Context: an optimization exercise on an open-source flow, tuned for small area and a short achievable clock period. The choices shown serve that exercise and are no tape-out recipe. Where RTL was checked, it was by simulation tests only, not by an equivalence proof against the original. Only the layout flow was run in run 2; the RTL was not checked for function there. The clock port is modelled as an ideal driver, which makes a skipped or thinned clock tree look cheaper than it is; a real chip needs a root buffer or a tree. Power figures rest on the tool's default switching activity, not on a simulated workload.

==> flow/design.v, too long to show whole: its modules and the start of the top module <==
// module booth_mult_top: 15 lines
// module booth_mult: 863 lines
// module mfa: 6 lines
// module mbenc: 7 lines
// module mbpp: 5 lines
// module mha: 6 lines
module booth_mult_top (
  input  wire        clk,
  input  wire [15:0] x,
  input  wire [15:0] y,
  output reg  [31:0] p
);
  // ...
==> flow/flow/run.sh <==
#!/bin/bash
# Standard ORFS layout (standard.sh) with these changes:
# - port buffers of the smallest buffer cell;
# - every combinational cell set to its smallest size before the
#   floorplan's timing repair sizes up what the clock period needs
#   (flow/downsize.tcl);
export BUFFER_PORTS_ARGS="-buffer_cell sky130_fd_sc_hd__buf_1"
export PRE_FLOORPLAN_TCL=$PWD/flow/downsize.tcl
export POST_CTS_TCL=$PWD/flow/skew3.tcl
export SKEW_STAGES="${SKEW_STAGES:-dlygate4sd1_1 dlygate4sd1_1 dlygate4sd1_1 dlygate4sd1_1 dlygate4sd1_1 dlygate4sd1_1 dlygate4sd1_1 dlygate4sd1_1}"
export SKEW_TAPBUF=${SKEW_TAPBUF:-clkbuf_8}
export SKEW_HOLD_MIN=${SKEW_HOLD_MIN:-0.05}
export SKEW_PAD_ALLOW=${SKEW_PAD_ALLOW:-1.0}
export SKEW_SLACK_GIVE=${SKEW_SLACK_GIVE:-0.05}
export SKEW_PAD_CELL=${SKEW_PAD_CELL:-dlygate4sd3_1}
export SKEW_REGS="${SKEW_REGS:-^p\\\\?\\[}"
bash standard.sh finish > standard.log 2>&1
==> flow/flow/downsize.tcl <==
# Set every combinational cell to the smallest-area cell of its footprint
# (same function); the flow's repair steps then size up what timing needs.
set n 0
foreach inst [get_cells *] {
  set lc [get_lib_cells -of_objects $inst]
  set name [get_name $lc]
  if {![regexp {^(sky130_fd_sc_hd__[a-z0-9]+)_[0-9]+$} $name -> base]} { continue }
  if {[regexp {df|dl|sdf|tap|conb|clkbuf_16|decap|fill} $base]} { continue }
  set best $name
  set best_area [get_property $lc area]
  foreach c [get_lib_cells ${base}_*] {
    set cn [get_name $c]
    if {![regexp "^${base}_\[0-9\]+\$" $cn]} { continue }
    if {[info exists ::env(DONT_USE_CELLS)] && [lsearch -exact $::env(DONT_USE_CELLS) $cn] >= 0} { continue }
    if {[regexp {lpflow|probe} $cn]} { continue }
    set a [get_property $c area]
    if {$a < $best_area} { set best $cn; set best_area $a }
  }
  if {$best ne $name} {
    replace_cell $inst [get_lib_cells $best]
    incr n
  }
}
puts "downsize: replaced $n cells"
==> flow/flow/skew3.tcl <==
set block [ord::get_db_block]
set db [ord::get_db]
set stage_cells $::env(SKEW_STAGES)
set tapbuf $::env(SKEW_TAPBUF)
set regs_re $::env(SKEW_REGS)
set hold_min $::env(SKEW_HOLD_MIN)
set pad_allow $::env(SKEW_PAD_ALLOW)
set pad_cell $::env(SKEW_PAD_CELL)

set clk_port [$block findBTerm clk]
set root_net [$clk_port getNet]

set sinks {}
set sx 0; set sy 0
foreach inst [$block getInsts] {
  if {[regexp $regs_re [$inst getName]]} {
    lappend sinks $inst
    set loc [$inst getLocation]
    set sx [expr {$sx + [lindex $loc 0]}]
    set sy [expr {$sy + [lindex $loc 1]}]
  }
}
set n [llength $sinks]
if {$n == 0} { error "skew: no registers match $regs_re" }
set cx [expr {$sx / $n}]; set cy [expr {$sy / $n}]
set pl [$clk_port getBBox]
set px [expr {([$pl xMin] + [$pl xMax]) / 2}]
set py [expr {([$pl yMin] + [$pl yMax]) / 2}]

proc new_cell {cell name x y in_net} {
  set block [ord::get_db_block]
  set master [[ord::get_db] findMaster sky130_fd_sc_hd__$cell]
  if {$master eq "NULL"} { error "skew: no master $cell" }
  set inst [odb::dbInst_create $block $master $name]
  $inst setLocation [expr {int($x)}] [expr {int($y)}]
  $inst setPlacementStatus PLACED
  [$inst findITerm A] connect $in_net
  set out [odb::dbNet_create $block ${name}_net]
  $out setSigType CLOCK
  [$inst findITerm X] connect $out
  return [list $inst $out]
}

# chain and taps; tap j hangs after j stages
set taps {}
set prev $root_net
set len [llength $stage_cells]
for {set j 0} {$j <= $len} {incr j} {
  if {$j > 0} {
    set f [expr {double($j) / ($len + 1)}]
    lassign [new_cell [lindex $stage_cells [expr {$j - 1}]] skew_dly_$j \
      [expr {$px + ($cx - $px) * $f}] [expr {$py + ($cy - $py) * $f}] $prev] inst prev
  }
  lassign [new_cell $tapbuf skew_tap_$j $cx $cy $prev] tinst tnet
  lappend taps [list $tinst $tnet]
}
detailed_placement
estimate_parasitics -placement

proc reg_slacks {inst} {
  set name [$inst getName]
  set d [get_pins -of_objects [get_cells $name] -filter "direction == input"]
  set dpin ""
  foreach p $d { if {[get_property $p lib_pin_name] eq "D"} { set dpin $p } }
  set qpin ""
  foreach p [get_pins -of_objects [get_cells $name] -filter "direction == output"] { set qpin $p }
  return [list [get_property $dpin slack_max] [get_property $dpin slack_min] [get_property $qpin slack_max]]
}

# slacks of every register at every tap (tap -1: the CTS tree)
array set S {}
foreach inst $sinks {
  set ck [$inst findITerm CLK]
  set orig [$ck getNet]
  set nm [$inst getName]
  set S($nm,nets) [list $orig]
  lassign [reg_slacks $inst] s h o
  set S($nm,vals) [list [list $s $h $o]]
  foreach t $taps {
    lassign $t tinst tnet
    $ck disconnect
    $ck connect $tnet
    estimate_parasitics -placement
    lappend S($nm,nets) $tnet
    lappend S($nm,vals) [list {*}[reg_slacks $inst]]
  }
  $ck disconnect
  $ck connect $orig
}
estimate_parasitics -placement
# the slack every register can reach (hold made up by pads within pad_allow)
set V 1e9
foreach inst $sinks {
  set nm [$inst getName]
  set b -1e9
  foreach v $S($nm,vals) {
    lassign $v s h o
    if {$h >= $hold_min - $pad_allow} { set b [expr {max($b, min($s, $o))}] }
  }
  set V [expr {min($V, $b)}]
}
set V [expr {$V - $::env(SKEW_SLACK_GIVE)}]
puts "skew: slack every register can reach: [format %.3f $V]"
# each register: the earliest clock that reaches V without pads, else the
# one that reaches V with the most hold slack
foreach inst $sinks {
  set nm [$inst getName]
  set choice -1
  set i 0
  foreach v $S($nm,vals) {
    lassign $v s h o
    if {min($s, $o) >= $V && $h >= $hold_min} { set choice $i; break }
    incr i
  }
  if {$choice < 0} {
    set bh -1e9; set i 0
    foreach v $S($nm,vals) {
      lassign $v s h o
      if {min($s, $o) >= $V && $h > $bh} { set bh $h; set choice $i }
      incr i
    }
  }
  if {$choice < 0} { set choice 0 }
  set ck [$inst findITerm CLK]
  $ck disconnect
  $ck connect [lindex $S($nm,nets) $choice]
  lassign [lindex $S($nm,vals) $choice] s h o
  puts "skew: $nm -> [expr {$choice == 0 ? "tree" : "tap [expr {$choice - 1}]"}] setup [format %.3f $s] out [format %.3f $o] hold [format %.3f $h]"
}
estimate_parasitics -placement
# make up missing hold slack on short paths: put a delay cell in front of the
# input pin, on the register's shortest path, that has the most setup slack
set ws [worst_slack -max]
puts "skew: worst setup slack after taps [format %.3f $ws]"
set npad 0
proc dpin_of {inst} {
  foreach p [get_pins -of_objects [get_cells [$inst getName]] -filter "direction == input"] {
    if {[get_property $p lib_pin_name] eq "D"} { return $p }
  }
}
set pad_master [$db findMaster sky130_fd_sc_hd__$pad_cell]
foreach inst $sinks {
  set dpin [dpin_of $inst]
  for {set it 0} {$it < 12} {incr it} {
    set h [get_property $dpin slack_min]
    if {$h >= $hold_min} { break }
    set path [lindex [find_timing_paths -path_delay min -to $dpin -group_path_count 1] 0]
    set cand ""; set cand_s -1e9
    foreach pt [get_property $path points] {
      set pin [get_property $pt pin]
      if {[get_property $pin direction] ne "input"} { continue }
      if {[get_property $pin is_clock]} { continue }
      set sm [get_property $pin slack_max]
      if {$sm > $cand_s + 0.05} { set cand $pin; set cand_s $sm }
    }
    if {$cand eq "" || $cand_s < $ws + 0.6} {
      puts "skew: [$inst getName] hold [format %.3f $h], no pin to pad"
      break
    }
    set iname [get_name [get_cells -of_objects $cand]]
    set pname [get_property $cand lib_pin_name]
    set oinst [$block findInst $iname]
    set it_ [$oinst findITerm $pname]
    set net [$it_ getNet]
    set pi [odb::dbInst_create $block $pad_master skew_pad_$npad]
    set loc [$oinst getLocation]
    $pi setLocation [lindex $loc 0] [lindex $loc 1]
    $pi setPlacementStatus PLACED
    set nn [odb::dbNet_create $block skew_pad_${npad}_net]
    $it_ disconnect
    [$pi findITerm A] connect $net
    [$pi findITerm X] connect $nn
    $it_ connect $nn
    incr npad
    estimate_parasitics -placement
    puts "skew: [$inst getName] hold [format %.3f $h]: pad before $iname/$pname (setup slack [format %.3f $cand_s])"
  }
}
puts "skew: $npad pad cells"
# drop unused taps and chain ends, and clock buffers left without loads
set changed 1
while {$changed} {
  set changed 0
  foreach inst [$block getInsts] {
    set x [$inst findITerm X]
    if {$x eq "NULL"} { continue }
    set mname [[$inst getMaster] getName]
    if {![regexp {clkbuf|dlygate|clkdlybuf} $mname]} { continue }
    set net [$x getNet]
    if {$net eq "NULL"} { continue }
    if {[llength [$net getITerms]] == 1 && [llength [$net getBTerms]] == 0} {
      puts "skew: removing unloaded [$inst getName]"
      odb::dbInst_destroy $inst
      odb::dbNet_destroy $net
      set changed 1
    }
  }
}
detailed_placement
estimate_parasitics -placement
report_worst_slack -max
report_worst_slack -min
repair_timing_helper
detailed_placement
check_placement -verbose
estimate_parasitics -placement
report_worst_slack -max
report_worst_slack -min
==> flow/standard.sh <==
#!/bin/bash
# synth_recipe.tcl (not shown) runs the flow's synth.tcl, then flattens the netlist and writes it again
# the make line also repeats each setting of config.mk as NAME=value (left out here)
make -C /OpenROAD-flow-scripts/flow DESIGN_CONFIG=/design/flow/config.mk WORK_HOME=/design/flow/orfs CLKGATE_MAP_FILE= SYNTH_SCRIPT=/design/flow/synth_recipe.tcl "${@:-finish}"
==> flow/config.mk <==
export PLATFORM = sky130hd
export DESIGN_NAME = booth_mult_top
export DESIGN_NICKNAME = booth_mult_top
export VERILOG_FILES = /design/flow/design.v
export SDC_FILE = /design/flow/constraint.sdc
export NUM_CORES = 4
export LEC_CHECK = 0
export CAP_MARGIN = 20
export CORE_MARGIN = 2
export CORE_UTILIZATION = 40
export SETUP_SLACK_MARGIN = 3
export SLEW_MARGIN = 20
export SYNTH_HIERARCHICAL = 1
==> flow/constraint.sdc <==
create_clock -name core_clock -period 8.5 [get_ports {clk}]
set_input_delay 1.7000 -clock core_clock [delete_from_list [all_inputs] [get_ports {clk}]]
set_output_delay 1.7000 -clock core_clock [all_outputs]
set_load 0.01 [all_outputs]
==> run notes, run 1 <==
Total Nets Final 944; reg2reg path depth 16; Top reg by flops p; final hold violations 0; Critical Path Start Type flop; CP bufs+invs 1; Post-DP HPWL around 13,000 um; Reg2Reg Capture Point p[25]; initial core utilization around two fifths; invs w/o clock 33; final setup vio count 0; Cell Rows 48; commonest non-fill, non-tap cell in the layout xnor2_1; post-route insts no fill 995; outcome complete, no violations; final WL 19,400 um; fill count 1,577; Worst path most repeated cell fa_1; gp weighted congestion about 0.90; clk slew on worst S/H paths 0.08 ns; CP endpoint p[25]; # Taps 225; metal2 WL between 9000 and 10,000 um; Seq group between 0.5 and 0.6 mW; Psw about 1.9 mW
==> module booth_mult, before the edit <==
module booth_mult (p, x, y);
input  [15:0] x, y;
output [31:0] p;
wire one0;
wire two0;
wire neg0;
wire pp0_0;
wire pp0_1;
wire pp0_2;
wire pp0_3;
wire pp0_4;
wire pp0_5;
wire pp0_6;
wire pp0_7;
wire pp0_8;
wire pp0_9;
wire pp0_10;
wire pp0_11;
wire pp0_12;
wire pp0_13;
wire pp0_14;
wire pp0_15;
wire pp0_16;
wire nneg0_16;
wire one1;
wire two1;
wire neg1;
wire pp1_0;
wire pp1_1;
wire pp1_2;
wire pp1_3;
wire pp1_4;
wire pp1_5;
wire pp1_6;
wire pp1_7;
wire pp1_8;
wire pp1_9;
wire pp1_10;
wire pp1_11;
wire pp1_12;
wire pp1_13;
wire pp1_14;
wire pp1_15;
wire pp1_16;
wire nneg1_16;
wire one2;
wire two2;
wire neg2;
wire pp2_0;
wire pp2_1;
wire pp2_2;
wire pp2_3;
wire pp2_4;
wire pp2_5;
wire pp2_6;
wire pp2_7;
wire pp2_8;
wire pp2_9;
wire pp2_10;
wire pp2_11;
wire pp2_12;
wire pp2_13;
wire pp2_14;
wire pp2_15;
wire pp2_16;
wire nneg2_16;
wire one3;
wire two3;
wire neg3;
wire pp3_0;
wire pp3_1;
wire pp3_2;
wire pp3_3;
wire pp3_4;
wire pp3_5;
wire pp3_6;
wire pp3_7;
wire pp3_8;
wire pp3_9;
wire pp3_10;
wire pp3_11;
wire pp3_12;
wire pp3_13;
wire pp3_14;
wire pp3_15;
wire pp3_16;
wire nneg3_16;
wire one4;
wire two4;
wire neg4;
wire pp4_0;
wire pp4_1;
wire pp4_2;
wire pp4_3;
wire pp4_4;
wire pp4_5;
wire pp4_6;
wire pp4_7;
wire pp4_8;
wire pp4_9;
wire pp4_10;
wire pp4_11;
wire pp4_12;
wire pp4_13;
wire pp4_14;
wire pp4_15;
wire pp4_16;
wire nneg4_16;
wire one5;
wire two5;
wire neg5;
wire pp5_0;
wire pp5_1;
wire pp5_2;
wire pp5_3;
wire pp5_4;
wire pp5_5;
wire pp5_6;
wire pp5_7;
wire pp5_8;
wire pp5_9;
wire pp5_10;
wire pp5_11;
wire pp5_12;
wire pp5_13;
wire pp5_14;
wire pp5_15;
wire pp5_16;
wire nneg5_16;
wire one6;
wire two6;
wire neg6;
wire pp6_0;
wire pp6_1;
wire pp6_2;
wire pp6_3;
wire pp6_4;
wire pp6_5;
wire pp6_6;
wire pp6_7;
wire pp6_8;
wire pp6_9;
wire pp6_10;
wire pp6_11;
wire pp6_12;
wire pp6_13;
wire pp6_14;
wire pp6_15;
wire pp6_16;
wire nneg6_16;
wire one7;
wire two7;
wire neg7;
wire pp7_0;
wire pp7_1;
wire pp7_2;
wire pp7_3;
wire pp7_4;
wire pp7_5;
wire pp7_6;
wire pp7_7;
wire pp7_8;
wire pp7_9;
wire pp7_10;
wire pp7_11;
wire pp7_12;
wire pp7_13;
wire pp7_14;
wire pp7_15;
wire pp7_16;
wire nneg7_16;
wire s1;
wire c2;
wire s3;
wire c4;
wire s5;
wire c6;
wire s7;
wire c8;
wire s9;
wire c10;
wire s11;
wire c12;
wire s13;
wire c14;
wire s15;
wire c16;
wire s17;
wire c18;
wire s19;
wire c20;
wire s21;
wire c22;
wire s23;
wire c24;
wire s25;
wire c26;
wire s27;
wire c28;
wire s29;
wire c30;
wire s31;
wire c32;
wire s33;
wire c34;
wire s35;
wire c36;
wire s37;
wire c38;
wire s39;
wire c40;
wire s41;
wire c42;
wire s43;
wire c44;
wire s45;
wire c46;
wire s47;
wire c48;
wire s49;
wire c50;
wire s51;
wire c52;
wire s53;
wire c54;
wire s55;
wire c56;
wire s57;
wire c58;
wire s59;
wire c60;
wire s61;
wire c62;
wire s63;
wire c64;
wire s65;
wire c66;
wire s67;
wire c68;
wire s69;
wire c70;
wire s71;
wire c72;
wire s73;
wire c74;
wire s75;
wire c76;
wire s77;
wire c78;
wire s79;
wire c80;
wire s81;
wire c82;
wire s83;
wire c84;
wire s85;
wire c86;
wire s87;
wire c88;
wire s89;
wire c90;
wire s91;
wire c92;
wire s93;
wire c94;
wire s95;
wire c96;
wire s97;
wire c98;
wire s99;
wire c100;
wire s101;
wire c102;
wire s103;
wire c104;
wire s105;
wire c106;
wire s107;
wire c108;
wire s109;
wire c110;
wire s111;
wire c112;
wire s113;
wire c114;
wire s115;
wire c116;
wire s117;
wire c118;
wire s119;
wire c120;
wire s121;
wire c122;
wire s123;
wire c124;
wire s125;
wire c126;
wire s127;
wire c128;
wire s129;
wire c130;
wire s131;
wire c132;
wire s133;
wire c134;
wire s135;
wire c136;
wire s137;
wire c138;
wire s139;
wire c140;
wire s141;
wire c142;
wire s143;
wire c144;
wire s145;
wire c146;
wire s147;
wire c148;
wire s149;
wire c150;
wire s151;
wire c152;
wire s153;
wire c154;
wire s155;
wire c156;
wire s157;
wire c158;
wire s159;
wire c160;
wire s161;
wire c162;
wire s163;
wire c164;
wire s165;
wire c166;
wire s167;
wire c168;
wire s169;
wire c170;
wire s171;
wire c172;
wire s173;
wire c174;
wire s175;
wire c176;
wire s177;
wire c178;
wire s179;
wire c180;
wire s181;
wire c182;
wire s183;
wire c184;
wire s185;
wire c186;
wire s187;
wire c188;
wire s189;
wire c190;
wire s191;
wire c192;
wire s193;
wire c194;
wire s195;
wire c196;
wire s197;
wire c198;
wire s199;
wire c200;
wire s201;
wire c202;
wire s203;
wire c204;
wire s205;
wire c206;
wire s207;
wire c208;
wire s209;
wire c210;
wire s211;
wire c212;
wire s213;
wire c214;
wire s215;
wire c216;
wire s217;
wire c218;
wire s219;
wire c220;
wire s221;
wire c222;
wire s223;
wire c224;
mbenc ue0 (.y2(y[1]), .y1(y[0]), .y0(1'b0), .one(one0), .two(two0), .neg(neg0));
assign pp0_0 = ((x[0] & one0) | (1'b0 & two0)) ^ neg0;
mbpp up0_1 (.a(x[1]), .b(x[0]), .one(one0), .two(two0), .neg(neg0), .pp(pp0_1));
mbpp up0_2 (.a(x[2]), .b(x[1]), .one(one0), .two(two0), .neg(neg0), .pp(pp0_2));
mbpp up0_3 (.a(x[3]), .b(x[2]), .one(one0), .two(two0), .neg(neg0), .pp(pp0_3));
mbpp up0_4 (.a(x[4]), .b(x[3]), .one(one0), .two(two0), .neg(neg0), .pp(pp0_4));
mbpp up0_5 (.a(x[5]), .b(x[4]), .one(one0), .two(two0), .neg(neg0), .pp(pp0_5));
mbpp up0_6 (.a(x[6]), .b(x[5]), .one(one0), .two(two0), .neg(neg0), .pp(pp0_6));
mbpp up0_7 (.a(x[7]), .b(x[6]), .one(one0), .two(two0), .neg(neg0), .pp(pp0_7));
mbpp up0_8 (.a(x[8]), .b(x[7]), .one(one0), .two(two0), .neg(neg0), .pp(pp0_8));
mbpp up0_9 (.a(x[9]), .b(x[8]), .one(one0), .two(two0), .neg(neg0), .pp(pp0_9));
mbpp up0_10 (.a(x[10]), .b(x[9]), .one(one0), .two(two0), .neg(neg0), .pp(pp0_10));
mbpp up0_11 (.a(x[11]), .b(x[10]), .one(one0), .two(two0), .neg(neg0), .pp(pp0_11));
mbpp up0_12 (.a(x[12]), .b(x[11]), .one(one0), .two(two0), .neg(neg0), .pp(pp0_12));
mbpp up0_13 (.a(x[13]), .b(x[12]), .one(one0), .two(two0), .neg(neg0), .pp(pp0_13));
mbpp up0_14 (.a(x[14]), .b(x[13]), .one(one0), .two(two0), .neg(neg0), .pp(pp0_14));
mbpp up0_15 (.a(x[15]), .b(x[14]), .one(one0), .two(two0), .neg(neg0), .pp(pp0_15));
assign nneg0_16 = ~neg0;
mbpp up0_16 (.a(x[15]), .b(x[15]), .one(one0), .two(two0), .neg(nneg0_16), .pp(pp0_16));
mbenc ue1 (.y2(y[3]), .y1(y[2]), .y0(y[1]), .one(one1), .two(two1), .neg(neg1));
assign pp1_0 = ((x[0] & one1) | (1'b0 & two1)) ^ neg1;
mbpp up1_1 (.a(x[1]), .b(x[0]), .one(one1), .two(two1), .neg(neg1), .pp(pp1_1));
mbpp up1_2 (.a(x[2]), .b(x[1]), .one(one1), .two(two1), .neg(neg1), .pp(pp1_2));
mbpp up1_3 (.a(x[3]), .b(x[2]), .one(one1), .two(two1), .neg(neg1), .pp(pp1_3));
mbpp up1_4 (.a(x[4]), .b(x[3]), .one(one1), .two(two1), .neg(neg1), .pp(pp1_4));
mbpp up1_5 (.a(x[5]), .b(x[4]), .one(one1), .two(two1), .neg(neg1), .pp(pp1_5));
mbpp up1_6 (.a(x[6]), .b(x[5]), .one(one1), .two(two1), .neg(neg1), .pp(pp1_6));
mbpp up1_7 (.a(x[7]), .b(x[6]), .one(one1), .two(two1), .neg(neg1), .pp(pp1_7));
mbpp up1_8 (.a(x[8]), .b(x[7]), .one(one1), .two(two1), .neg(neg1), .pp(pp1_8));
mbpp up1_9 (.a(x[9]), .b(x[8]), .one(one1), .two(two1), .neg(neg1), .pp(pp1_9));
mbpp up1_10 (.a(x[10]), .b(x[9]), .one(one1), .two(two1), .neg(neg1), .pp(pp1_10));
mbpp up1_11 (.a(x[11]), .b(x[10]), .one(one1), .two(two1), .neg(neg1), .pp(pp1_11));
mbpp up1_12 (.a(x[12]), .b(x[11]), .one(one1), .two(two1), .neg(neg1), .pp(pp1_12));
mbpp up1_13 (.a(x[13]), .b(x[12]), .one(one1), .two(two1), .neg(neg1), .pp(pp1_13));
mbpp up1_14 (.a(x[14]), .b(x[13]), .one(one1), .two(two1), .neg(neg1), .pp(pp1_14));
mbpp up1_15 (.a(x[15]), .b(x[14]), .one(one1), .two(two1), .neg(neg1), .pp(pp1_15));
assign nneg1_16 = ~neg1;
mbpp up1_16 (.a(x[15]), .b(x[15]), .one(one1), .two(two1), .neg(nneg1_16), .pp(pp1_16));
mbenc ue2 (.y2(y[5]), .y1(y[4]), .y0(y[3]), .one(one2), .two(two2), .neg(neg2));
assign pp2_0 = ((x[0] & one2) | (1'b0 & two2)) ^ neg2;
mbpp up2_1 (.a(x[1]), .b(x[0]), .one(one2), .two(two2), .neg(neg2), .pp(pp2_1));
mbpp up2_2 (.a(x[2]), .b(x[1]), .one(one2), .two(two2), .neg(neg2), .pp(pp2_2));
mbpp up2_3 (.a(x[3]), .b(x[2]), .one(one2), .two(two2), .neg(neg2), .pp(pp2_3));
mbpp up2_4 (.a(x[4]), .b(x[3]), .one(one2), .two(two2), .neg(neg2), .pp(pp2_4));
mbpp up2_5 (.a(x[5]), .b(x[4]), .one(one2), .two(two2), .neg(neg2), .pp(pp2_5));
mbpp up2_6 (.a(x[6]), .b(x[5]), .one(one2), .two(two2), .neg(neg2), .pp(pp2_6));
mbpp up2_7 (.a(x[7]), .b(x[6]), .one(one2), .two(two2), .neg(neg2), .pp(pp2_7));
mbpp up2_8 (.a(x[8]), .b(x[7]), .one(one2), .two(two2), .neg(neg2), .pp(pp2_8));
mbpp up2_9 (.a(x[9]), .b(x[8]), .one(one2), .two(two2), .neg(neg2), .pp(pp2_9));
mbpp up2_10 (.a(x[10]), .b(x[9]), .one(one2), .two(two2), .neg(neg2), .pp(pp2_10));
mbpp up2_11 (.a(x[11]), .b(x[10]), .one(one2), .two(two2), .neg(neg2), .pp(pp2_11));
mbpp up2_12 (.a(x[12]), .b(x[11]), .one(one2), .two(two2), .neg(neg2), .pp(pp2_12));
mbpp up2_13 (.a(x[13]), .b(x[12]), .one(one2), .two(two2), .neg(neg2), .pp(pp2_13));
mbpp up2_14 (.a(x[14]), .b(x[13]), .one(one2), .two(two2), .neg(neg2), .pp(pp2_14));
mbpp up2_15 (.a(x[15]), .b(x[14]), .one(one2), .two(two2), .neg(neg2), .pp(pp2_15));
assign nneg2_16 = ~neg2;
mbpp up2_16 (.a(x[15]), .b(x[15]), .one(one2), .two(two2), .neg(nneg2_16), .pp(pp2_16));
mbenc ue3 (.y2(y[7]), .y1(y[6]), .y0(y[5]), .one(one3), .two(two3), .neg(neg3));
assign pp3_0 = ((x[0] & one3) | (1'b0 & two3)) ^ neg3;
mbpp up3_1 (.a(x[1]), .b(x[0]), .one(one3), .two(two3), .neg(neg3), .pp(pp3_1));
mbpp up3_2 (.a(x[2]), .b(x[1]), .one(one3), .two(two3), .neg(neg3), .pp(pp3_2));
mbpp up3_3 (.a(x[3]), .b(x[2]), .one(one3), .two(two3), .neg(neg3), .pp(pp3_3));
mbpp up3_4 (.a(x[4]), .b(x[3]), .one(one3), .two(two3), .neg(neg3), .pp(pp3_4));
mbpp up3_5 (.a(x[5]), .b(x[4]), .one(one3), .two(two3), .neg(neg3), .pp(pp3_5));
mbpp up3_6 (.a(x[6]), .b(x[5]), .one(one3), .two(two3), .neg(neg3), .pp(pp3_6));
mbpp up3_7 (.a(x[7]), .b(x[6]), .one(one3), .two(two3), .neg(neg3), .pp(pp3_7));
mbpp up3_8 (.a(x[8]), .b(x[7]), .one(one3), .two(two3), .neg(neg3), .pp(pp3_8));
mbpp up3_9 (.a(x[9]), .b(x[8]), .one(one3), .two(two3), .neg(neg3), .pp(pp3_9));
mbpp up3_10 (.a(x[10]), .b(x[9]), .one(one3), .two(two3), .neg(neg3), .pp(pp3_10));
mbpp up3_11 (.a(x[11]), .b(x[10]), .one(one3), .two(two3), .neg(neg3), .pp(pp3_11));
mbpp up3_12 (.a(x[12]), .b(x[11]), .one(one3), .two(two3), .neg(neg3), .pp(pp3_12));
mbpp up3_13 (.a(x[13]), .b(x[12]), .one(one3), .two(two3), .neg(neg3), .pp(pp3_13));
mbpp up3_14 (.a(x[14]), .b(x[13]), .one(one3), .two(two3), .neg(neg3), .pp(pp3_14));
mbpp up3_15 (.a(x[15]), .b(x[14]), .one(one3), .two(two3), .neg(neg3), .pp(pp3_15));
assign nneg3_16 = ~neg3;
mbpp up3_16 (.a(x[15]), .b(x[15]), .one(one3), .two(two3), .neg(nneg3_16), .pp(pp3_16));
mbenc ue4 (.y2(y[9]), .y1(y[8]), .y0(y[7]), .one(one4), .two(two4), .neg(neg4));
assign pp4_0 = ((x[0] & one4) | (1'b0 & two4)) ^ neg4;
mbpp up4_1 (.a(x[1]), .b(x[0]), .one(one4), .two(two4), .neg(neg4), .pp(pp4_1));
mbpp up4_2 (.a(x[2]), .b(x[1]), .one(one4), .two(two4), .neg(neg4), .pp(pp4_2));
mbpp up4_3 (.a(x[3]), .b(x[2]), .one(one4), .two(two4), .neg(neg4), .pp(pp4_3));
mbpp up4_4 (.a(x[4]), .b(x[3]), .one(one4), .two(two4), .neg(neg4), .pp(pp4_4));
mbpp up4_5 (.a(x[5]), .b(x[4]), .one(one4), .two(two4), .neg(neg4), .pp(pp4_5));
mbpp up4_6 (.a(x[6]), .b(x[5]), .one(one4), .two(two4), .neg(neg4), .pp(pp4_6));
mbpp up4_7 (.a(x[7]), .b(x[6]), .one(one4), .two(two4), .neg(neg4), .pp(pp4_7));
mbpp up4_8 (.a(x[8]), .b(x[7]), .one(one4), .two(two4), .neg(neg4), .pp(pp4_8));
mbpp up4_9 (.a(x[9]), .b(x[8]), .one(one4), .two(two4), .neg(neg4), .pp(pp4_9));
mbpp up4_10 (.a(x[10]), .b(x[9]), .one(one4), .two(two4), .neg(neg4), .pp(pp4_10));
mbpp up4_11 (.a(x[11]), .b(x[10]), .one(one4), .two(two4), .neg(neg4), .pp(pp4_11));
mbpp up4_12 (.a(x[12]), .b(x[11]), .one(one4), .two(two4), .neg(neg4), .pp(pp4_12));
mbpp up4_13 (.a(x[13]), .b(x[12]), .one(one4), .two(two4), .neg(neg4), .pp(pp4_13));
mbpp up4_14 (.a(x[14]), .b(x[13]), .one(one4), .two(two4), .neg(neg4), .pp(pp4_14));
mbpp up4_15 (.a(x[15]), .b(x[14]), .one(one4), .two(two4), .neg(neg4), .pp(pp4_15));
assign nneg4_16 = ~neg4;
mbpp up4_16 (.a(x[15]), .b(x[15]), .one(one4), .two(two4), .neg(nneg4_16), .pp(pp4_16));
mbenc ue5 (.y2(y[11]), .y1(y[10]), .y0(y[9]), .one(one5), .two(two5), .neg(neg5));
assign pp5_0 = ((x[0] & one5) | (1'b0 & two5)) ^ neg5;
mbpp up5_1 (.a(x[1]), .b(x[0]), .one(one5), .two(two5), .neg(neg5), .pp(pp5_1));
mbpp up5_2 (.a(x[2]), .b(x[1]), .one(one5), .two(two5), .neg(neg5), .pp(pp5_2));
mbpp up5_3 (.a(x[3]), .b(x[2]), .one(one5), .two(two5), .neg(neg5), .pp(pp5_3));
mbpp up5_4 (.a(x[4]), .b(x[3]), .one(one5), .two(two5), .neg(neg5), .pp(pp5_4));
mbpp up5_5 (.a(x[5]), .b(x[4]), .one(one5), .two(two5), .neg(neg5), .pp(pp5_5));
mbpp up5_6 (.a(x[6]), .b(x[5]), .one(one5), .two(two5), .neg(neg5), .pp(pp5_6));
mbpp up5_7 (.a(x[7]), .b(x[6]), .one(one5), .two(two5), .neg(neg5), .pp(pp5_7));
mbpp up5_8 (.a(x[8]), .b(x[7]), .one(one5), .two(two5), .neg(neg5), .pp(pp5_8));
mbpp up5_9 (.a(x[9]), .b(x[8]), .one(one5), .two(two5), .neg(neg5), .pp(pp5_9));
mbpp up5_10 (.a(x[10]), .b(x[9]), .one(one5), .two(two5), .neg(neg5), .pp(pp5_10));
mbpp up5_11 (.a(x[11]), .b(x[10]), .one(one5), .two(two5), .neg(neg5), .pp(pp5_11));
mbpp up5_12 (.a(x[12]), .b(x[11]), .one(one5), .two(two5), .neg(neg5), .pp(pp5_12));
mbpp up5_13 (.a(x[13]), .b(x[12]), .one(one5), .two(two5), .neg(neg5), .pp(pp5_13));
mbpp up5_14 (.a(x[14]), .b(x[13]), .one(one5), .two(two5), .neg(neg5), .pp(pp5_14));
mbpp up5_15 (.a(x[15]), .b(x[14]), .one(one5), .two(two5), .neg(neg5), .pp(pp5_15));
assign nneg5_16 = ~neg5;
mbpp up5_16 (.a(x[15]), .b(x[15]), .one(one5), .two(two5), .neg(nneg5_16), .pp(pp5_16));
mbenc ue6 (.y2(y[13]), .y1(y[12]), .y0(y[11]), .one(one6), .two(two6), .neg(neg6));
assign pp6_0 = ((x[0] & one6) | (1'b0 & two6)) ^ neg6;
mbpp up6_1 (.a(x[1]), .b(x[0]), .one(one6), .two(two6), .neg(neg6), .pp(pp6_1));
mbpp up6_2 (.a(x[2]), .b(x[1]), .one(one6), .two(two6), .neg(neg6), .pp(pp6_2));
mbpp up6_3 (.a(x[3]), .b(x[2]), .one(one6), .two(two6), .neg(neg6), .pp(pp6_3));
mbpp up6_4 (.a(x[4]), .b(x[3]), .one(one6), .two(two6), .neg(neg6), .pp(pp6_4));
mbpp up6_5 (.a(x[5]), .b(x[4]), .one(one6), .two(two6), .neg(neg6), .pp(pp6_5));
mbpp up6_6 (.a(x[6]), .b(x[5]), .one(one6), .two(two6), .neg(neg6), .pp(pp6_6));
mbpp up6_7 (.a(x[7]), .b(x[6]), .one(one6), .two(two6), .neg(neg6), .pp(pp6_7));
mbpp up6_8 (.a(x[8]), .b(x[7]), .one(one6), .two(two6), .neg(neg6), .pp(pp6_8));
mbpp up6_9 (.a(x[9]), .b(x[8]), .one(one6), .two(two6), .neg(neg6), .pp(pp6_9));
mbpp up6_10 (.a(x[10]), .b(x[9]), .one(one6), .two(two6), .neg(neg6), .pp(pp6_10));
mbpp up6_11 (.a(x[11]), .b(x[10]), .one(one6), .two(two6), .neg(neg6), .pp(pp6_11));
mbpp up6_12 (.a(x[12]), .b(x[11]), .one(one6), .two(two6), .neg(neg6), .pp(pp6_12));
mbpp up6_13 (.a(x[13]), .b(x[12]), .one(one6), .two(two6), .neg(neg6), .pp(pp6_13));
mbpp up6_14 (.a(x[14]), .b(x[13]), .one(one6), .two(two6), .neg(neg6), .pp(pp6_14));
mbpp up6_15 (.a(x[15]), .b(x[14]), .one(one6), .two(two6), .neg(neg6), .pp(pp6_15));
assign nneg6_16 = ~neg6;
mbpp up6_16 (.a(x[15]), .b(x[15]), .one(one6), .two(two6), .neg(nneg6_16), .pp(pp6_16));
mbenc ue7 (.y2(y[15]), .y1(y[14]), .y0(y[13]), .one(one7), .two(two7), .neg(neg7));
assign pp7_0 = ((x[0] & one7) | (1'b0 & two7)) ^ neg7;
mbpp up7_1 (.a(x[1]), .b(x[0]), .one(one7), .two(two7), .neg(neg7), .pp(pp7_1));
mbpp up7_2 (.a(x[2]), .b(x[1]), .one(one7), .two(two7), .neg(neg7), .pp(pp7_2));
mbpp up7_3 (.a(x[3]), .b(x[2]), .one(one7), .two(two7), .neg(neg7), .pp(pp7_3));
mbpp up7_4 (.a(x[4]), .b(x[3]), .one(one7), .two(two7), .neg(neg7), .pp(pp7_4));
mbpp up7_5 (.a(x[5]), .b(x[4]), .one(one7), .two(two7), .neg(neg7), .pp(pp7_5));
mbpp up7_6 (.a(x[6]), .b(x[5]), .one(one7), .two(two7), .neg(neg7), .pp(pp7_6));
mbpp up7_7 (.a(x[7]), .b(x[6]), .one(one7), .two(two7), .neg(neg7), .pp(pp7_7));
mbpp up7_8 (.a(x[8]), .b(x[7]), .one(one7), .two(two7), .neg(neg7), .pp(pp7_8));
mbpp up7_9 (.a(x[9]), .b(x[8]), .one(one7), .two(two7), .neg(neg7), .pp(pp7_9));
mbpp up7_10 (.a(x[10]), .b(x[9]), .one(one7), .two(two7), .neg(neg7), .pp(pp7_10));
mbpp up7_11 (.a(x[11]), .b(x[10]), .one(one7), .two(two7), .neg(neg7), .pp(pp7_11));
mbpp up7_12 (.a(x[12]), .b(x[11]), .one(one7), .two(two7), .neg(neg7), .pp(pp7_12));
mbpp up7_13 (.a(x[13]), .b(x[12]), .one(one7), .two(two7), .neg(neg7), .pp(pp7_13));
mbpp up7_14 (.a(x[14]), .b(x[13]), .one(one7), .two(two7), .neg(neg7), .pp(pp7_14));
mbpp up7_15 (.a(x[15]), .b(x[14]), .one(one7), .two(two7), .neg(neg7), .pp(pp7_15));
assign nneg7_16 = ~neg7;
mbpp up7_16 (.a(x[15]), .b(x[15]), .one(one7), .two(two7), .neg(nneg7_16), .pp(pp7_16));
mha us1 (.a(neg5), .b(pp0_10), .s(s1), .co(c2));
mha us3 (.a(pp0_11), .b(pp1_9), .s(s3), .co(c4));
mfa us5 (.a(neg6), .b(pp0_12), .c(pp1_10), .s(s5), .co(c6));
mha us7 (.a(pp2_8), .b(pp3_6), .s(s7), .co(c8));
mfa us9 (.a(pp0_13), .b(pp1_11), .c(pp2_9), .s(s9), .co(c10));
mha us11 (.a(pp3_7), .b(pp4_5), .s(s11), .co(c12));
mfa us13 (.a(neg7), .b(pp0_14), .c(pp1_12), .s(s13), .co(c14));
mfa us15 (.a(pp2_10), .b(pp3_8), .c(pp4_6), .s(s15), .co(c16));
mha us17 (.a(pp5_4), .b(pp6_2), .s(s17), .co(c18));
mfa us19 (.a(pp0_15), .b(pp1_13), .c(pp2_11), .s(s19), .co(c20));
mfa us21 (.a(pp3_9), .b(pp4_7), .c(pp5_5), .s(s21), .co(c22));
mha us23 (.a(pp6_3), .b(pp7_1), .s(s23), .co(c24));
assign s25 = ~(pp0_16 ^ pp1_14);
assign c26 = pp0_16 | pp1_14;
mfa us27 (.a(pp2_12), .b(pp3_10), .c(pp4_8), .s(s27), .co(c28));
mfa us29 (.a(pp5_6), .b(pp6_4), .c(pp7_2), .s(s29), .co(c30));
assign s31 = ~(pp1_15 ^ pp2_13);
assign c32 = pp1_15 | pp2_13;
mfa us33 (.a(pp3_11), .b(pp4_9), .c(pp5_7), .s(s33), .co(c34));
mha us35 (.a(pp6_5), .b(pp7_3), .s(s35), .co(c36));
mfa us37 (.a(pp1_16), .b(pp2_14), .c(pp3_12), .s(s37), .co(c38));
mfa us39 (.a(pp4_10), .b(pp5_8), .c(pp6_6), .s(s39), .co(c40));
assign s41 = ~(pp2_15 ^ pp3_13);
assign c42 = pp2_15 | pp3_13;
mha us43 (.a(pp4_11), .b(pp5_9), .s(s43), .co(c44));
mfa us45 (.a(pp2_16), .b(pp3_14), .c(pp4_12), .s(s45), .co(c46));
mha us47 (.a(1'b1), .b(pp3_15), .s(s47), .co(c48));
mha us49 (.a(neg3), .b(pp0_6), .s(s49), .co(c50));
mha us51 (.a(pp0_7), .b(pp1_5), .s(s51), .co(c52));
mfa us53 (.a(neg4), .b(pp0_8), .c(pp1_6), .s(s53), .co(c54));
mha us55 (.a(pp2_4), .b(pp3_2), .s(s55), .co(c56));
mfa us57 (.a(pp0_9), .b(pp1_7), .c(pp2_5), .s(s57), .co(c58));
mha us59 (.a(pp3_3), .b(pp4_1), .s(s59), .co(c60));
mfa us61 (.a(pp1_8), .b(pp2_6), .c(pp3_4), .s(s61), .co(c62));
mfa us63 (.a(pp4_2), .b(pp5_0), .c(s1), .s(s63), .co(c64));
mfa us65 (.a(pp2_7), .b(pp3_5), .c(pp4_3), .s(s65), .co(c66));
mfa us67 (.a(pp5_1), .b(c2), .c(s3), .s(s67), .co(c68));
mfa us69 (.a(pp4_4), .b(pp5_2), .c(pp6_0), .s(s69), .co(c70));
mfa us71 (.a(c4), .b(s7), .c(s5), .s(s71), .co(c72));
mfa us73 (.a(pp5_3), .b(pp6_1), .c(c8), .s(s73), .co(c74));
mfa us75 (.a(s11), .b(c6), .c(s9), .s(s75), .co(c76));
mfa us77 (.a(pp7_0), .b(c12), .c(s17), .s(s77), .co(c78));
mfa us79 (.a(c10), .b(s13), .c(s15), .s(s79), .co(c80));
mfa us81 (.a(c18), .b(s23), .c(c14), .s(s81), .co(c82));
mfa us83 (.a(c16), .b(s19), .c(s21), .s(s83), .co(c84));
mfa us85 (.a(c24), .b(c20), .c(c22), .s(s85), .co(c86));
mfa us87 (.a(s25), .b(s27), .c(s29), .s(s87), .co(c88));
mfa us89 (.a(s35), .b(c26), .c(c28), .s(s89), .co(c90));
mfa us91 (.a(c30), .b(s31), .c(s33), .s(s91), .co(c92));
mfa us93 (.a(pp7_4), .b(c36), .c(c32), .s(s93), .co(c94));
mfa us95 (.a(c34), .b(s37), .c(s39), .s(s95), .co(c96));
mfa us97 (.a(pp6_7), .b(pp7_5), .c(s43), .s(s97), .co(c98));
mfa us99 (.a(c38), .b(c40), .c(s41), .s(s99), .co(c100));
mfa us101 (.a(pp5_10), .b(pp6_8), .c(pp7_6), .s(s101), .co(c102));
mfa us103 (.a(c44), .b(c42), .c(s45), .s(s103), .co(c104));
mfa us105 (.a(pp4_13), .b(pp5_11), .c(pp6_9), .s(s105), .co(c106));
mfa us107 (.a(pp7_7), .b(s47), .c(c46), .s(s107), .co(c108));
mfa us109 (.a(pp3_16), .b(pp4_14), .c(pp5_12), .s(s109), .co(c110));
mfa us111 (.a(pp6_10), .b(pp7_8), .c(c48), .s(s111), .co(c112));
assign s113 = ~(pp4_15 ^ pp5_13);
assign c114 = pp4_15 | pp5_13;
mha us115 (.a(pp6_11), .b(pp7_9), .s(s115), .co(c116));
mfa us117 (.a(pp4_16), .b(pp5_14), .c(pp6_12), .s(s117), .co(c118));
mha us119 (.a(1'b1), .b(pp5_15), .s(s119), .co(c120));
mha us121 (.a(neg2), .b(pp0_4), .s(s121), .co(c122));
mha us123 (.a(pp0_5), .b(pp1_3), .s(s123), .co(c124));
mfa us125 (.a(pp1_4), .b(pp2_2), .c(pp3_0), .s(s125), .co(c126));
mfa us127 (.a(pp2_3), .b(pp3_1), .c(c50), .s(s127), .co(c128));
mfa us129 (.a(pp4_0), .b(c52), .c(s55), .s(s129), .co(c130));
mfa us131 (.a(c56), .b(s59), .c(c54), .s(s131), .co(c132));
mfa us133 (.a(c60), .b(c58), .c(s61), .s(s133), .co(c134));
mfa us135 (.a(c62), .b(s65), .c(c64), .s(s135), .co(c136));
mfa us137 (.a(c66), .b(s69), .c(c68), .s(s137), .co(c138));
mfa us139 (.a(c70), .b(s73), .c(c72), .s(s139), .co(c140));
mfa us141 (.a(c74), .b(s77), .c(c76), .s(s141), .co(c142));
mfa us143 (.a(c78), .b(c80), .c(s81), .s(s143), .co(c144));
mfa us145 (.a(c82), .b(c84), .c(s85), .s(s145), .co(c146));
mfa us147 (.a(c86), .b(c88), .c(s89), .s(s147), .co(c148));
mfa us149 (.a(c90), .b(c92), .c(s93), .s(s149), .co(c150));
mfa us151 (.a(s97), .b(c94), .c(c96), .s(s151), .co(c152));
mfa us153 (.a(s101), .b(c98), .c(c100), .s(s153), .co(c154));
mfa us155 (.a(c102), .b(s105), .c(c104), .s(s155), .co(c156));
mfa us157 (.a(c106), .b(s109), .c(s111), .s(s157), .co(c158));
mfa us159 (.a(s115), .b(c110), .c(s113), .s(s159), .co(c160));
mfa us161 (.a(pp7_10), .b(c116), .c(c114), .s(s161), .co(c162));
mfa us163 (.a(pp6_13), .b(pp7_11), .c(s119), .s(s163), .co(c164));
mfa us165 (.a(pp5_16), .b(pp6_14), .c(pp7_12), .s(s165), .co(c166));
mha us167 (.a(1'b1), .b(pp6_15), .s(s167), .co(c168));
mha us169 (.a(neg1), .b(pp0_2), .s(s169), .co(c170));
mha us171 (.a(pp0_3), .b(pp1_1), .s(s171), .co(c172));
mfa us173 (.a(pp1_2), .b(pp2_0), .c(s121), .s(s173), .co(c174));
mfa us175 (.a(pp2_1), .b(c122), .c(s123), .s(s175), .co(c176));
mfa us177 (.a(c124), .b(s49), .c(s125), .s(s177), .co(c178));
mfa us179 (.a(s51), .b(c126), .c(s127), .s(s179), .co(c180));
mfa us181 (.a(s53), .b(c128), .c(s129), .s(s181), .co(c182));
mfa us183 (.a(s57), .b(c130), .c(s131), .s(s183), .co(c184));
mfa us185 (.a(s63), .b(c132), .c(s133), .s(s185), .co(c186));
mfa us187 (.a(s67), .b(c134), .c(s135), .s(s187), .co(c188));
mfa us189 (.a(s71), .b(c136), .c(s137), .s(s189), .co(c190));
mfa us191 (.a(s75), .b(c138), .c(s139), .s(s191), .co(c192));
mfa us193 (.a(s79), .b(c140), .c(s141), .s(s193), .co(c194));
mfa us195 (.a(s83), .b(c142), .c(s143), .s(s195), .co(c196));
mfa us197 (.a(s87), .b(c144), .c(s145), .s(s197), .co(c198));
mfa us199 (.a(s91), .b(c146), .c(s147), .s(s199), .co(c200));
mfa us201 (.a(s95), .b(c148), .c(s149), .s(s201), .co(c202));
mfa us203 (.a(s99), .b(c150), .c(s151), .s(s203), .co(c204));
mfa us205 (.a(s103), .b(c152), .c(s153), .s(s205), .co(c206));
mfa us207 (.a(s107), .b(c154), .c(s155), .s(s207), .co(c208));
mfa us209 (.a(c108), .b(s157), .c(c156), .s(s209), .co(c210));
mfa us211 (.a(c112), .b(s159), .c(c158), .s(s211), .co(c212));
mfa us213 (.a(s117), .b(c160), .c(s161), .s(s213), .co(c214));
mfa us215 (.a(c118), .b(s163), .c(c162), .s(s215), .co(c216));
mfa us217 (.a(c120), .b(s165), .c(c164), .s(s217), .co(c218));
mfa us219 (.a(pp7_13), .b(s167), .c(c166), .s(s219), .co(c220));
mfa us221 (.a(pp6_16), .b(pp7_14), .c(c168), .s(s221), .co(c222));
mha us223 (.a(1'b1), .b(pp7_15), .s(s223), .co(c224));
wire [31:0] ra = {1'b1, pp7_16, s223, s221, s219, s217, s215, s213, s211, s209, s207, s205, s203, s201, s199, s197, s195, s193, s191, s189, s187, s185, s183, s181, s179, s177, s175, s173, s171, pp1_0, pp0_1, neg0};
wire [31:0] rb = {1'b0, c224, c222, c220, c218, c216, c214, c212, c210, c208, c206, c204, c202, c200, c198, c196, c194, c192, c190, c188, c186, c184, c182, c180, c178, c176, c174, c172, c170, s169, 1'b0, pp0_0};
wire fg0 = neg0 & pp0_0;
wire ft0 = neg0 ^ pp0_0;
wire fg1 = pp0_1 & 1'b0;
wire ft1 = pp0_1 ^ 1'b0;
wire fg2 = pp1_0 & s169;
wire ft2 = pp1_0 ^ s169;
wire fg3 = s171 & c170;
wire ft3 = s171 ^ c170;
wire fg4 = s173 & c172;
wire ft4 = s173 ^ c172;
wire fg5 = s175 & c174;
wire ft5 = s175 ^ c174;
wire fg6 = s177 & c176;
wire ft6 = s177 ^ c176;
wire fg7 = s179 & c178;
wire ft7 = s179 ^ c178;
wire fg8 = s181 & c180;
wire ft8 = s181 ^ c180;
wire fg9 = s183 & c182;
wire ft9 = s183 ^ c182;
wire fg10 = s185 & c184;
wire ft10 = s185 ^ c184;
wire fg11 = s187 & c186;
wire ft11 = s187 ^ c186;
wire fg12 = s189 & c188;
wire ft12 = s189 ^ c188;
wire fg13 = s191 & c190;
wire ft13 = s191 ^ c190;
wire fg14 = s193 & c192;
wire ft14 = s193 ^ c192;
wire fg15 = s195 & c194;
wire ft15 = s195 ^ c194;
wire fg16 = s197 & c196;
wire ft16 = s197 ^ c196;
wire fg17 = s199 & c198;
wire ft17 = s199 ^ c198;
wire fg18 = s201 & c200;
wire ft18 = s201 ^ c200;
wire fg19 = s203 & c202;
wire ft19 = s203 ^ c202;
wire fg20 = s205 & c204;
wire ft20 = s205 ^ c204;
wire fg21 = s207 & c206;
wire ft21 = s207 ^ c206;
wire fg22 = s209 & c208;
wire ft22 = s209 ^ c208;
wire fg23 = s211 & c210;
wire ft23 = s211 ^ c210;
wire fg24 = s213 & c212;
wire ft24 = s213 ^ c212;
wire fg25 = s215 & c214;
wire ft25 = s215 ^ c214;
wire fg26 = s217 & c216;
wire ft26 = s217 ^ c216;
wire fg27 = s219 & c218;
wire ft27 = s219 ^ c218;
wire fg28 = s221 & c220;
wire ft28 = s221 ^ c220;
wire fg29 = s223 & c222;
wire ft29 = s223 ^ c222;
wire fg30 = pp7_16 & c224;
wire ft30 = pp7_16 ^ c224;
wire fg31 = 1'b1 & 1'b0;
wire ft31 = 1'b1 ^ 1'b0;
wire fG1 = fg1 | (ft1 & fg0);
wire fP1 = ft1 & ft0;
wire fG2 = fg2 | (ft2 & fG1);
wire fP2 = ft2 & fP1;
wire fG3 = fg3 | (ft3 & fG2);
wire fP3 = ft3 & fP2;
wire fG4 = fg4 | (ft4 & fG3);
wire fP4 = ft4 & fP3;
wire fG5 = fg5 | (ft5 & fG4);
wire fP5 = ft5 & fP4;
wire fG6 = fg6 | (ft6 & fG5);
wire fP6 = ft6 & fP5;
wire fG7 = fg8 | (ft8 & fg7);
wire fP7 = ft8 & ft7;
wire fG8 = fg10 | (ft10 & fg9);
wire fP8 = ft10 & ft9;
wire fG9 = fg12 | (ft12 & fg11);
wire fP9 = ft12 & ft11;
wire fG10 = fg14 | (ft14 & fg13);
wire fP10 = ft14 & ft13;
wire fG11 = fg16 | (ft16 & fg15);
wire fP11 = ft16 & ft15;
wire fG12 = fg18 | (ft18 & fg17);
wire fP12 = ft18 & ft17;
wire fG13 = fg20 | (ft20 & fg19);
wire fP13 = ft20 & ft19;
wire fG14 = fg22 | (ft22 & fg21);
wire fP14 = ft22 & ft21;
wire fG15 = fg24 | (ft24 & fg23);
wire fP15 = ft24 & ft23;
wire fG16 = fg26 | (ft26 & fg25);
wire fP16 = ft26 & ft25;
wire fG17 = fg28 | (ft28 & fg27);
wire fP17 = ft28 & ft27;
wire fG18 = fg30 | (ft30 & fg29);
wire fP18 = ft30 & ft29;
wire fG19 = fg7 | (ft7 & fG6);
wire fP19 = ft7 & fP6;
wire fG20 = fG7 | (fP7 & fG6);
wire fP20 = fP7 & fP6;
wire fG21 = fg11 | (ft11 & fG8);
wire fP21 = ft11 & fP8;
wire fG22 = fG9 | (fP9 & fG8);
wire fP22 = fP9 & fP8;
wire fG23 = fg15 | (ft15 & fG10);
wire fP23 = ft15 & fP10;
wire fG24 = fG11 | (fP11 & fG10);
wire fP24 = fP11 & fP10;
wire fG25 = fg19 | (ft19 & fG12);
wire fP25 = ft19 & fP12;
wire fG26 = fG13 | (fP13 & fG12);
wire fP26 = fP13 & fP12;
wire fG27 = fg23 | (ft23 & fG14);
wire fP27 = ft23 & fP14;
wire fG28 = fG15 | (fP15 & fG14);
wire fP28 = fP15 & fP14;
wire fG29 = fg27 | (ft27 & fG16);
wire fP29 = ft27 & fP16;
wire fG30 = fG17 | (fP17 & fG16);
wire fP30 = fP17 & fP16;
wire fG31 = fg31 | (ft31 & fG18);
wire fP31 = ft31 & fP18;
wire fG32 = fg9 | (ft9 & fG20);
wire fP32 = ft9 & fP20;
wire fG33 = fG8 | (fP8 & fG20);
wire fP33 = fP8 & fP20;
wire fG34 = fG21 | (fP21 & fG20);
wire fP34 = fP21 & fP20;
wire fG35 = fG22 | (fP22 & fG20);
wire fP35 = fP22 & fP20;
wire fG36 = fg17 | (ft17 & fG24);
wire fP36 = ft17 & fP24;
wire fG37 = fG12 | (fP12 & fG24);
wire fP37 = fP12 & fP24;
wire fG38 = fG25 | (fP25 & fG24);
wire fP38 = fP25 & fP24;
wire fG39 = fG26 | (fP26 & fG24);
wire fP39 = fP26 & fP24;
wire fG40 = fg25 | (ft25 & fG28);
wire fP40 = ft25 & fP28;
wire fG41 = fG16 | (fP16 & fG28);
wire fP41 = fP16 & fP28;
wire fG42 = fG29 | (fP29 & fG28);
wire fP42 = fP29 & fP28;
wire fG43 = fG30 | (fP30 & fG28);
wire fP43 = fP30 & fP28;
wire fG44 = fg13 | (ft13 & fG35);
wire fP44 = ft13 & fP35;
wire fG45 = fG10 | (fP10 & fG35);
wire fP45 = fP10 & fP35;
wire fG46 = fG23 | (fP23 & fG35);
wire fP46 = fP23 & fP35;
wire fG47 = fG24 | (fP24 & fG35);
wire fP47 = fP24 & fP35;
wire fG48 = fG36 | (fP36 & fG35);
wire fP48 = fP36 & fP35;
wire fG49 = fG37 | (fP37 & fG35);
wire fP49 = fP37 & fP35;
wire fG50 = fG38 | (fP38 & fG35);
wire fP50 = fP38 & fP35;
wire fG51 = fG39 | (fP39 & fG35);
wire fP51 = fP39 & fP35;
wire fG52 = fg29 | (ft29 & fG43);
wire fP52 = ft29 & fP43;
wire fG53 = fG18 | (fP18 & fG43);
wire fP53 = fP18 & fP43;
wire fG54 = fG31 | (fP31 & fG43);
wire fP54 = fP31 & fP43;
wire fG55 = fg21 | (ft21 & fG51);
wire fP55 = ft21 & fP51;
wire fG56 = fG14 | (fP14 & fG51);
wire fP56 = fP14 & fP51;
wire fG57 = fG27 | (fP27 & fG51);
wire fP57 = fP27 & fP51;
wire fG58 = fG28 | (fP28 & fG51);
wire fP58 = fP28 & fP51;
wire fG59 = fG40 | (fP40 & fG51);
wire fP59 = fP40 & fP51;
wire fG60 = fG41 | (fP41 & fG51);
wire fP60 = fP41 & fP51;
wire fG61 = fG42 | (fP42 & fG51);
wire fP61 = fP42 & fP51;
wire fG62 = fG43 | (fP43 & fG51);
wire fP62 = fP43 & fP51;
wire fG63 = fG52 | (fP52 & fG51);
wire fP63 = fP52 & fP51;
wire fG64 = fG53 | (fP53 & fG51);
wire fP64 = fP53 & fP51;
wire fG65 = fG54 | (fP54 & fG51);
wire fP65 = fP54 & fP51;
wire [31:0] carry = {fG64, fG63, fG62, fG61, fG60, fG59, fG58, fG57, fG56, fG55, fG51, fG50, fG49, fG48, fG47, fG46, fG45, fG44, fG35, fG34, fG33, fG32, fG20, fG19, fG6, fG5, fG4, fG3, fG2, fG1, fg0, 1'b0};
wire [31:0] tt = {ft31, ft30, ft29, ft28, ft27, ft26, ft25, ft24, ft23, ft22, ft21, ft20, ft19, ft18, ft17, ft16, ft15, ft14, ft13, ft12, ft11, ft10, ft9, ft8, ft7, ft6, ft5, ft4, ft3, ft2, ft1, ft0};
assign p = tt ^ carry;
endmodule
==> run 2, diff against run 1 <==
--- a/flow/design.v
+++ b/flow/design.v
@@ -409,7 +409,9 @@
 wire c222;
 wire s223;
 wire c224;
-mbenc ue0 (.y2(y[1]), .y1(y[0]), .y0(1'b0), .one(one0), .two(two0), .neg(neg0));
+assign one0 = y[0] ^ 1'b0;
+assign two0 = (y[1] & ~y[0] & ~1'b0) | (~y[1] & y[0] & 1'b0);
+assign neg0 = y[1];
 assign pp0_0 = ((x[0] & one0) | (1'b0 & two0)) ^ neg0;
 mbpp up0_1 (.a(x[1]), .b(x[0]), .one(one0), .two(two0), .neg(neg0), .pp(pp0_1));
 mbpp up0_2 (.a(x[2]), .b(x[1]), .one(one0), .two(two0), .neg(neg0), .pp(pp0_2));
@@ -587,7 +589,8 @@
 assign c42 = pp2_15 | pp3_13;
 mha us43 (.a(pp4_11), .b(pp5_9), .s(s43), .co(c44));
 mfa us45 (.a(pp2_16), .b(pp3_14), .c(pp4_12), .s(s45), .co(c46));
-mha us47 (.a(1'b1), .b(pp3_15), .s(s47), .co(c48));
+assign s47 = ~pp3_15;
+assign c48 = pp3_15;
 mha us49 (.a(neg3), .b(pp0_6), .s(s49), .co(c50));
 mha us51 (.a(pp0_7), .b(pp1_5), .s(s51), .co(c52));
 mfa us53 (.a(neg4), .b(pp0_8), .c(pp1_6), .s(s53), .co(c54));
@@ -624,7 +627,8 @@
 assign c114 = pp4_15 | pp5_13;
 mha us115 (.a(pp6_11), .b(pp7_9), .s(s115), .co(c116));
 mfa us117 (.a(pp4_16), .b(pp5_14), .c(pp6_12), .s(s117), .co(c118));
-mha us119 (.a(1'b1), .b(pp5_15), .s(s119), .co(c120));
+assign s119 = ~pp5_15;
+assign c120 = pp5_15;
 mha us121 (.a(neg2), .b(pp0_4), .s(s121), .co(c122));
 mha us123 (.a(pp0_5), .b(pp1_3), .s(s123), .co(c124));
 mfa us125 (.a(pp1_4), .b(pp2_2), .c(pp3_0), .s(s125), .co(c126));
@@ -648,7 +652,8 @@
 mfa us161 (.a(pp7_10), .b(c116), .c(c114), .s(s161), .co(c162));
 mfa us163 (.a(pp6_13), .b(pp7_11), .c(s119), .s(s163), .co(c164));
 mfa us165 (.a(pp5_16), .b(pp6_14), .c(pp7_12), .s(s165), .co(c166));
-mha us167 (.a(1'b1), .b(pp6_15), .s(s167), .co(c168));
+assign s167 = ~pp6_15;
+assign c168 = pp6_15;
 mha us169 (.a(neg1), .b(pp0_2), .s(s169), .co(c170));
 mha us171 (.a(pp0_3), .b(pp1_1), .s(s171), .co(c172));
 mfa us173 (.a(pp1_2), .b(pp2_0), .c(s121), .s(s173), .co(c174));
@@ -676,7 +681,8 @@
 mfa us217 (.a(c120), .b(s165), .c(c164), .s(s217), .co(c218));
 mfa us219 (.a(pp7_13), .b(s167), .c(c166), .s(s219), .co(c220));
 mfa us221 (.a(pp6_16), .b(pp7_14), .c(c168), .s(s221), .co(c222));
-mha us223 (.a(1'b1), .b(pp7_15), .s(s223), .co(c224));
+assign s223 = ~pp7_15;
+assign c224 = pp7_15;
 wire [31:0] ra = {1'b1, pp7_16, s223, s221, s219, s217, s215, s213, s211, s209, s207, s205, s203, s201, s199, s197, s195, s193, s191, s189, s187, s185, s183, s181, s179, s177, s175, s173, s171, pp1_0, pp0_1, neg0};
 wire [31:0] rb = {1'b0, c224, c222, c220, c218, c216, c214, c212, c210, c208, c206, c204, c202, c200, c198, c196, c194, c192, c190, c188, c186, c184, c182, c180, c178, c176, c174, c172, c170, s169, 1'b0, pp0_0};
 wire fg0 = neg0 & pp0_0;
--- a/flow/flow/skew3.tcl
+++ b/flow/flow/skew3.tcl
@@ -41,6 +41,26 @@
   return [list $inst $out]
 }
 
+if {[info exists ::env(SKEW_XYBUF)] && $::env(SKEW_XYBUF) ne ""} {
+  set ox 0; set oy 0; set others {}
+  foreach inst [$block getInsts] {
+    if {[lsearch -exact $sinks $inst] >= 0} { continue }
+    set ck [$inst findITerm CLK]
+    if {$ck eq "NULL"} { continue }
+    if {![regexp {df} [[$inst getMaster] getName]]} { continue }
+    lappend others $inst
+    set loc [$inst getLocation]
+    set ox [expr {$ox + [lindex $loc 0]}]; set oy [expr {$oy + [lindex $loc 1]}]
+  }
+  set no [llength $others]
+  lassign [new_cell $::env(SKEW_XYBUF) skew_xy [expr {$ox / $no}] [expr {$oy / $no}] $root_net] xyinst xynet
+  foreach inst [concat $others $sinks] {
+    set ck [$inst findITerm CLK]
+    $ck disconnect
+    $ck connect $xynet
+  }
+  puts "skew: $no registers and the $n product registers moved to one clock buffer"
+}
 # chain and taps; tap j hangs after j stages
 set taps {}
 set prev $root_net
@@ -101,18 +121,20 @@
 }
 set V [expr {$V - $::env(SKEW_SLACK_GIVE)}]
 puts "skew: slack every register can reach: [format %.3f $V]"
-# each register: the earliest clock that reaches V without pads, else the
-# one that reaches V with the most hold slack
+# each register: the clock that balances its input and output slack best
+# without pads, if that reaches V; else the one that reaches V with the
+# most hold slack (the fewest pads)
 foreach inst $sinks {
   set nm [$inst getName]
-  set choice -1
+  set choice -1; set bv -1e9
   set i 0
   foreach v $S($nm,vals) {
     lassign $v s h o
-    if {min($s, $o) >= $V && $h >= $hold_min} { set choice $i; break }
+    if {$h >= $hold_min && min($s, $o) > $bv + 0.005} { set bv [expr {min($s, $o)}]; set choice $i }
     incr i
   }
-  if {$choice < 0} {
+  if {$bv < $V} {
+    set choice -1
     set bh -1e9; set i 0
     foreach v $S($nm,vals) {
       lassign $v s h o
@@ -177,23 +199,36 @@
   }
 }
 puts "skew: $npad pad cells"
-# drop unused taps and chain ends, and clock buffers left without loads
+# drop unused taps and chain ends, clock buffers left without loads, and
+# the dummy loads CTS hung on the tree it built
 set changed 1
 while {$changed} {
   set changed 0
   foreach inst [$block getInsts] {
-    set x [$inst findITerm X]
-    if {$x eq "NULL"} { continue }
     set mname [[$inst getMaster] getName]
-    if {![regexp {clkbuf|dlygate|clkdlybuf} $mname]} { continue }
-    set net [$x getNet]
-    if {$net eq "NULL"} { continue }
-    if {[llength [$net getITerms]] == 1 && [llength [$net getBTerms]] == 0} {
-      puts "skew: removing unloaded [$inst getName]"
-      odb::dbInst_destroy $inst
-      odb::dbNet_destroy $net
-      set changed 1
-    }
+    if {![regexp {clkbuf|dlygate|clkdlybuf|clkinv|bufinv|__inv_|__buf_} $mname]} { continue }
+    set outs {}
+    foreach it [$inst getITerms] {
+      if {[$it isOutputSignal]} { lappend outs $it }
+    }
+    if {[llength $outs] != 1} { continue }
+    set net [[lindex $outs 0] getNet]
+    set dead 0
+    if {$net eq "NULL"} {
+      set dead 1
+    } elseif {[llength [$net getITerms]] == 1 && [llength [$net getBTerms]] == 0} {
+      set dead 1
+    }
+    if {!$dead} { continue }
+    set onclk 0
+    foreach it [$inst getITerms] {
+      if {[$it isInputSignal] && [$it getNet] ne "NULL" && [[$it getNet] getSigType] eq "CLOCK"} { set onclk 1 }
+    }
+    if {!$onclk && ![string match skew_* [$inst getName]]} { continue }
+    puts "skew: removing unloaded [$inst getName]"
+    odb::dbInst_destroy $inst
+    if {$net ne "NULL"} { odb::dbNet_destroy $net }
+    set changed 1
   }
 }
 detailed_placement
--- a/flow/config.mk
+++ b/flow/config.mk
@@ -8,6 +8,7 @@
 export CAP_MARGIN = 20
 export CORE_MARGIN = 2
 export CORE_UTILIZATION = 40
+export CTS_BUF_LIST = sky130_fd_sc_hd__clkbuf_8
 export SETUP_SLACK_MARGIN = 3
 export SLEW_MARGIN = 20
 export SYNTH_HIERARCHICAL = 1
==> run notes, run 2 <==
worst min-delay path class reg -> reg; min cycle time layout 4.14 ns; Vias per Instance between 5 and 6; P_int slightly below 2 mW; Leak Pwr 3.18 nW; outcome complete, no violations; pwr/cell area 463 nW/um^2; Port Buffers between 60 and 70; yosys warns 7; WP data required 10.10 ns; first-pass GRT wire length between 30,000 and 40,000 um; Slew Viols, Final 0; io pins 65; Final Cell Area roughly 8000 um^2; max reg flops 32; Die H between 100 and 150 um; crit path max fanout 23; final setup vio count 0 (unchanged); max_cap viols 0; gp weighted congestion 0.902 (-0.21%); post-route insts no fill 989 (-0.60%); Pre-antenna DRT Iters 5; RSZ-0062 raised after global routing false; final period utilization just under 50%; initial detailed-routing violation count slightly below 500; Reg power frac 13.2%; placed inst area about 7500 um^2; Top Registers p x32, x_q x16, y_q x16; placed cell count between 900 and 1,000; Antenna Nets Post-Route 0; vias in the first global route roughly 6,100; Total Nets Final 946 (+0.21%); clock power share about 8.3%; Post-DP HPWL 13,300 um (+2.0%); Psw 1.85 mW (-4.5%); Fin Setup TNS 0 ns; CP top delay family adder cells; routed len/inst about 20 um; Mapped Cells 640; Die W around 140 um; fmax ~0.24 GHz; Worst Setup Path Type reg -> reg; hold slack about 0.10 ns; initial antenna violation count 2; largest stage delay on the critical path between 0.5 and 0.6 ns; pin count of the biggest net entering global routing 25; Critical Path Start Type flop; most frequent cells in the layout xnor2_1, a22oi_1, fa_1, buf_1, dfxtp_1; Vias ~5,600; Overflow after GRT 0; CP max stage cell fa_1; share of layout cells above drive strength 1 approximately 8.6%; clk sink count 64; Max-slew headroom ~43%; core region area 16,700 um^2; VDD IR-drop max just over 300 uV; HP Start y_q[15]; CP bufs+invs 1 (unchanged); Cell Rows 47 (-2.1%); final WL 19,800 um (+2.0%); CP cell instances buf_4, nand2b_1, o22ai_4, a22oi_1, xnor2_1, fa_1, fa_1, fa_1, fa_1, ha_1, a21oi_1, o21ai_0, a32oi_1, a21oi_1, o41ai_4, nor3_1, a311o_1; DRC errors left 0; final hold violations 0 (unchanged); crit path DAT 5.74 ns; initial core utilization 41.1% (+0.70 points); commonest non-fill, non-tap cell in the layout xnor2_1; CP startpoint y_q[7]; clk slew on worst S/H paths 0.09 ns (about the same); Setup crit end kind flop; fill count 1,578 (+0.063%); clk latency of the worst-skew pair 1.71 ns; power share of the combinational group around four fifths; Top reg by flops p; Worst path most repeated cell fa_1; Final Skew between 1 and 1.5 ns; Total Routing Usage GR 23.2%; Die Area ~18,000 um^2; Slew @ Worst Pin ~0.86 ns; RR Startpoint y_q[7]; Sw Ratio 48.4%
-- run 2: per-layer routing --
metal	vias to the layer above	track usage [%]	wire (um)
li1	2519	-	-
met3	64	4.99	1350
met4	2	10.3	844
met5	-	0	13
met1	2767	29.1	8070
met2	257	38.4	9540
-- run 2: path summary, 6_finish.rpt --
kind,end,slack (ns),depth (start not counted)
setup reg to reg,p[30],4.36,17
hold reg to reg,p[22],0.10,6
hold / removal,p[22],0.10,6
setup / recovery,p[30],4.36,17
-- run 2: cell type report, without the clock buffers --
type | count | area [um^2] | area share, %
Tap cell | 220 | 275 | 3.34
Inverter | 37 | 139 | 1.68
Buffer | 26 | 277 | 3.35
Antenna cell | 1 | 2.50 | 0.0304
Sequential cell | 64 | 1290 | 15.6
Timing Repair Buffer | 105 | 617 | 7.48
Multi-Input combinational cell | 530 | 5560 | 67.5
-- run 2: per-stage QoR --
stage	worst slack (ns)	util, %	total power, mW
floorplan	3.08	-	2.78
detailed placement	1.84	44.9	3.46
global placement	1.93	44.7	3.40
global route	4.18	49.4	4.28
finish	4.36	49.4	3.82
-- run 2: tightest hold or removal path, cell delays in order (launching register included) --
cell     delay (ns)
dfxtp_1        0.30
buf_4          0.22
xnor2_1        0.24
fa_1           0.21
fa_1           0.17
ha_1           0.21
xnor2_1        0.09
-- run 2: power groups by stage --
stage               Clock, mW  Sequential, mW  Combinational [mW]
floorplan                   0           0.540                2.24
global placement            0           0.509                2.89
detailed placement          0           0.509                2.95
global route            0.338           0.513                3.43
finish                  0.317           0.503                3.00

[what the ideal ports hide]
How much do the figures lean on ideal ports? The routed layouts below were timed once more, with nothing changed but the port constraints. Step 1 (the two cells are an assumption about what drives the block):
set clk [get_ports {clk}]
set_driving_cell -lib_cell sky130_fd_sc_hd__clkbuf_16 $clk
set_driving_cell -lib_cell sky130_fd_sc_hd__buf_2 [delete_from_list [all_inputs] $clk]
Step 2, shift: input delay + t, output delay - t, t = (earliest + latest rising clock arrival at the registers) / 2. This alone moves slack from input paths to output paths. a / b / c = ideal ports / drivers / drivers and shift; a / b = the first two.
run | t, ns | slack for setup (ns) | hold slack, ns | clock arrival spread, ns | slew at the worst register clock pin (ns)
run 1 | 1.060 | 4.363 / 4.363 / 4.363 | 0.162 / 0.162 / 0.162 | 1.358 / 1.358 | 0.08 / 0.08
run 2 | 0.961 | 4.358 / 4.358 / 4.358 | 0.103 / 0.103 / 0.103 | 1.583 / 1.583 | 0.11 / 0.11
In run 1 and run 2 the clock reaches the registers at very different times; t lies between them, and the last value is a rough guide only.
